What follows belongs to an exercise in optimizing a design on an open flow for small area and few clock cycles; a production flow would make more cautious choices. Function was checked by simulation only, so behaviour that the tests miss may differ from the original. Power and IR drop assume default switching activity.

==> flow/design.v (outline; a module is shown in full before it is edited, if it fits) <==
// module alu: 609 lines
module alu #(
	parameter INST_W = 4,
	parameter INT_W  = 6,
	parameter FRAC_W = 10,
	parameter DATA_W = INT_W + FRAC_W
)(
	input                      i_clk,
	input                      i_rst_n,
	input                      i_in_valid,
	output                     o_busy,
	input         [INST_W-1:0] i_inst,
	input  signed [DATA_W-1:0] i_data_a,
	input  signed [DATA_W-1:0] i_data_b,
	output                     o_out_valid,
	output        [DATA_W-1:0] o_data
);
  // ...
==> flow/run.sh <==
#!/bin/bash
# synth_recipe.tcl (not shown) runs the flow's synth.tcl, then flattens the netlist and writes it again
# the make line also repeats each setting of config.mk as NAME=value (left out here)
make -C /OpenROAD-flow-scripts/flow DESIGN_CONFIG=/design/flow/config.mk WORK_HOME=/design/flow/orfs CLKGATE_MAP_FILE= SYNTH_SCRIPT=/design/flow/synth_recipe.tcl finish
==> flow/config.mk <==
export PLATFORM = sky130hd
export DESIGN_NAME = alu
export DESIGN_NICKNAME = alu
export VERILOG_FILES = /design/flow/design.v
export SDC_FILE = /design/flow/constraint.sdc
export NUM_CORES = 4
export LEC_CHECK = 0
export ABC_AREA = 1
export CAP_MARGIN = 20
export CORE_MARGIN = 2
export CORE_UTILIZATION = 45
export SLEW_MARGIN = 20
==> flow/constraint.sdc <==
create_clock -name core_clock -period 10.0 [get_ports {i_clk}]
set_input_delay 2.0000 -clock core_clock [delete_from_list [all_inputs] [get_ports {i_clk}]]
set_output_delay 2.0000 -clock core_clock [all_outputs]
set_load 0.01 [all_outputs]
==> flow_summary.toml, run 1 <==
[worst_setup_path]
cp.buffers_inverters = 8
path_class = "input port to flop"
worst_setup_path_end_kind = "flop"
crit_path_end = "out_d_r[1]$_DFF_P_"

[clock_tree]
htreeDepth = 2
cts_resized = 0
cts_buffers = 39
cts_root_buf = "clkbuf_16"
ctsHoldBuffers = 0
cts_tree = "done"
clkTransAtPathRegs_ps = 60

[outcome]
status = "finished clean"

[layout]
final_cells = 3651
buffer_area_share_pct = 5.07
seq_share_pct = 36.8
multi_input_area_share_pct = 45.3
reg_top3 = "acc_d: 320 flops, acc_v: 16 flops, out_d_r: 16 flops"
fin_area_um2 = 28200
largest_reg_flops = 320
nets = 3097

[grt]
antenna_found_initial = 0
grt_use_met1_pct = 40.2
grt_use_met2_pct = 47.6
grt_pass1_wl_mm = 127

[yosys]
synth_seq_area_share_pct = 41.3
synth_top_family_by_area = "simple AND/OR/NAND/NOR gates"
synth-edff-count = 320
yosys_warnings = 2
syn_area_um2 = 25000
synthArstFlopShare_pct = 4.82

[timing]
rsz0062_at_grt = "false"
tightest_slew_ps = 1110
fmax_mhz = 107

[hold_path]
hold_path.startpoint = "acc_v[0]$_DFFE_PN0P_"

[floorplanning]
die_x_um = 240
start_util_pct = 45.5

[placement]
dp.cells = 3581
dp_hpwl_mm = 62.5
globalplace.congestion = 1.01

[power_and_ir_drop]
peakVddDrop_v = 0.000472
clkPwrFrac_pct = 19.2
intPower_mw = 3.89

[detailed_routing]
drt-total-wl_mm = 84.2
post_drt_wl_per_cell_um = 23.1

[run]
drv_cap = 0
Testbench counts, summed over its fixed seeds: cycles 8,008.
==> run 2, diff against run 1 <==
--- a/flow/config.mk
+++ b/flow/config.mk
@@ -6,7 +6,8 @@
 export NUM_CORES = 4
 export LEC_CHECK = 0
 export ABC_AREA = 1
-export CAP_MARGIN = 20
+export CAP_MARGIN = 0
 export CORE_MARGIN = 2
 export CORE_UTILIZATION = 45
-export SLEW_MARGIN = 20
+export CTS_BUF_LIST = sky130_fd_sc_hd__clkbuf_4
+export SLEW_MARGIN = 0
==> run 2 against run 1 <==
  * Total power decreased by 2.5%
  * Worst hold slack better by 1.2 ps
  * Critical path depth did not move
  * Sequential power hardly changed
  * Count of clock-buffer cells in the layout grew 83
  * Non-clock buffer count is the same
  * Area after synthesis did not move
  * Final area down 0.48%
  * Clock power is 12% lower
  * Global-route usage grew 0.34 points
  * Sequential share of layout area increased by 0.18 points
  * Register-to-register slack better by 100 ps
  * Highest routed layer unchanged
==> flow_summary.toml, run 2 <==
[clock_tree]
clkTransAtPathRegs_ps = 60
cts_buffer_depth = 3
cts_buffers = 89
cts_resized = 0
htreeDepth = 3
cts_tree = "done"
insertion_delay_ps = 860
ctsHoldBuffers = 0
cts_sinks = 353
post_cts_buffers = 0
cts_root_buf = "clkbuf_4"

[timing]
setup_slack_ps = 975
fin_crit_sh_pct = 90.2
setup_viol = 0
final_hold_viol_count = 0
finClkSkew_ps = 89.3
fin_crit_ps = 9020
fin_setup_tns_ps = 0
drv_slew = 0
slew_headroom_pct = 16.6
fmax_mhz = 111
tightest_slew_ps = 1250
rsz0062_at_grt = "false"

[yosys]
synthTopCellsByArea = "edfxtp_1 38%, nand2_1 8.0%, fa_1 7.2%"
synth_common_cells = "533 x nand2_1, 367 x inv_1, 320 x edfxtp_1"
yosys_warnings = 2
synth.most_common_cell = "nand2_1"
syn_area_um2 = 25000
ys_types = 62
synth_seq_area_share_pct = 41.3
syn_inst = 2811
netlist.area_leader.share_pct = 38.4
ys_seq_elements = 353
synth_fp_nets = 3034
synth-edff-count = 320
syn_avg_cell_area_um2 = 8.91
synth_top_area_cell = "edfxtp_1"
synthArstFlopShare_pct = 4.82
ys.flop_type = "edfxtp_1"

[power_and_ir_drop]
powerDensity_nw_per_um2 = 253
leakagePower_nw = 11.8
seq_power_share_pct = 23.8
combPwrFrac_pct = 58.8
clkPwrFrac_pct = 17.4
p_switching_mw = 3.37
intPower_mw = 3.73
peakVddDrop_v = 0.000459
swShare_pct = 47.4

[layout]
nets = 3147
fill_cells = 5237
regMostFlops = "acc_d"
layout_common_cells = "533 x nand2_1, 367 x inv_1, 320 x edfxtp_1"
area_delta_synth_final_pct = 11.9
reg_top3 = "acc_d: 320 flops, acc_v: 16 flops, out_d_r: 16 flops"
largest_reg_flops = 320
drive_gt1_share_pct = 11.7
final_common_cell = "nand2_1"

[hold_path]
hold_class = "flop to flop"
hold_end = "acc_v[0]$_DFFE_PN0P_"
whs_path_depth = 2
hold_path.startpoint = "acc_v[0]$_DFFE_PN0P_"

[worst_setup_path]
cpPeakStageDelay_ps = 510
r2r_end = "out_d_r[14]$_DFF_P_"
path_class = "input port to flop"
worst_setup_path_start_kind = "input port"
slowest_stage = "clkdlybuf4s50_1"
critical_path_arrival_ps = 9720
rr_worst_depth = 27
crit_top_cell = "nand2_1"
path_max_fanout = 17
crit_required_ps = 10690
r2r-start = "acc_v[11]$_DFFE_PN0P_"
worst_setup_path_end_kind = "flop"
rrSetupSlack_ps = 4460

[grt]
overflow = 0
grt_pass1_wl_mm = 128
grt_pass1_vias = 20900
antenna_found_initial = 3
grt_max_degree = 39
grt_use_total_pct = 29.8

[detailed_routing]
drt-total-wl_mm = 84.7
final_antenna_net_count = 0
dr.pass1.iters = 6
drt_iter0_drc = 2169
post_drt_wl_per_cell_um = 22.7
vias = 21200
via_per_inst = 5.69
drc = 0

[placement]
dp_slack_ps = 249
dp_hpwl_mm = 62.5
globalplace.congestion = 1.01
portBuffers = 55

[floorplanning]
start_util_pct = 45.5
die_x_um = 240
rows = 86
ios = 57
die_area_um2 = 57600
die_y_um = 240
core_area_um2 = 55100

[run]
drv_cap = 0

[outcome]
status = "finished clean"
-- run 2: final cells by class --
cell class,instances,area (um2),share of cell area (%)
clock inverter,23,154,0.549
tap,748,936,3.34
multi-input combinational,1925,12700,45.4
clock buffer,130,976,3.48
sequential,353,10400,36.9
timing repair buffer,170,1430,5.09
inverter,385,1450,5.16
antenna,2,5.00,0.0179
-- run 2: how the worst max path moves through the flow --
stage | from | to | slack (ps) | cells after the start
after floorplan | i_data_b[5] | out_d_r[8]$_DFF_P_ | 1510 | 35
after global placement | i_data_a[11] | out_d_r[1]$_DFF_P_ | 370 | 46
after detailed placement | i_data_a[15] | out_d_r[1]$_DFF_P_ | 250 | 47
after CTS | i_data_a[15] | out_d_r[1]$_DFF_P_ | 1140 | 47
after global routing | i_data_a[11] | out_d_r[1]$_DFF_P_ | 460 | 44
final | i_data_a[15] | out_d_r[1]$_DFF_P_ | 980 | 47
-- run 2: routing by layer --
metal  vias to the layer above  routed length (um)  track usage, %  part of all wire [%]
li1                       9882                   -               -                     -
met1                     10200               35900            39.9                    42
met2                       960               38700            47.3                    46
met3                       193                6620            5.43                   7.8
met4                         0                3450            13.3                   4.1
met5                         -                   0               0                     0
-- run 2: worst max-delay path: cells and delay by family --
kind,cells,cell delay [ps]
buffers and inverters,8,1440
AO/OA/AOI/OAI,9,1980
AND/OR/NAND/NOR,25,2540
adder cells (fa/ha/maj),5,1720
-- run 2: power by group through the flow --
stage                     Clock (mW)  Sequential, mW  Combinational, mW
after detailed placement           0            1.72               4.17
final                           1.23            1.69               4.18
after floorplan                    0            1.73               2.77
after global placement             0            1.72               4.19
after CTS                       1.26            1.69               4.19
after global routing            1.34            1.69               4.69
-- run 2: per-stage QoR --
| stage | util [%] | cell area [um2] | std cells | hold WS, ps | total power [mW] |
|---|---|---|---|---|---|
| 2_1_floorplan | - | 25000 | 2811 | 422 | 4.50 |
| 3_5_place_dp | 48.8 | 26900 | 3581 | 449 | 5.89 |
| 6_report | 50.9 | 28000 | 3736 | 467 | 7.10 |
| 5_1_grt | 50.9 | 28000 | 3736 | 491 | 7.72 |
| 3_3_place_gp | 48.8 | 26900 | 3581 | 447 | 5.91 |
| 4_1_cts | 50.9 | 28000 | 3734 | 463 | 7.15 |
-- run 2: kinds of logic (layout without fill, tap and decap cells) --
family	Yosys count	in the layout	share of synthesized area [%]
compound gates	564	564	14.1
simple gates	951	951	16.7
xor+xnor	225	225	7.87
buf+inv	533	708	8.16
flops	353	353	41.3
fa+ha+maj	184	184	11.9
other cells	1	3	0.0150

re-timing with driven ports:
The flow's constraints put no driver on any port. The routed layouts listed below were extracted and timed again, unchanged, in two steps.
Step 1, drivers: a clkbuf_16 drives i_clk and a buf_2 each remaining input, both assumed.
Step 2, shift: input delay + t, output delay - t, t = (earliest + latest rising clock arrival at the registers) / 2. This alone moves slack from input paths to output paths.
Three values: no drivers, after step 1, after step 2; two values: the first two.
run	t, ns	setup WS [ns]	worst setup path at the end
run 1	0.621	0.681 / 0.706 / 0.086	input to register
run 2	0.869	0.975 / 0.995 / 0.127	input to register
After both steps every run listed still meets setup and hold. The setup slack of run 2, which loses most, moves by +0.020 ns with the drivers and by -0.848 ns with both steps.
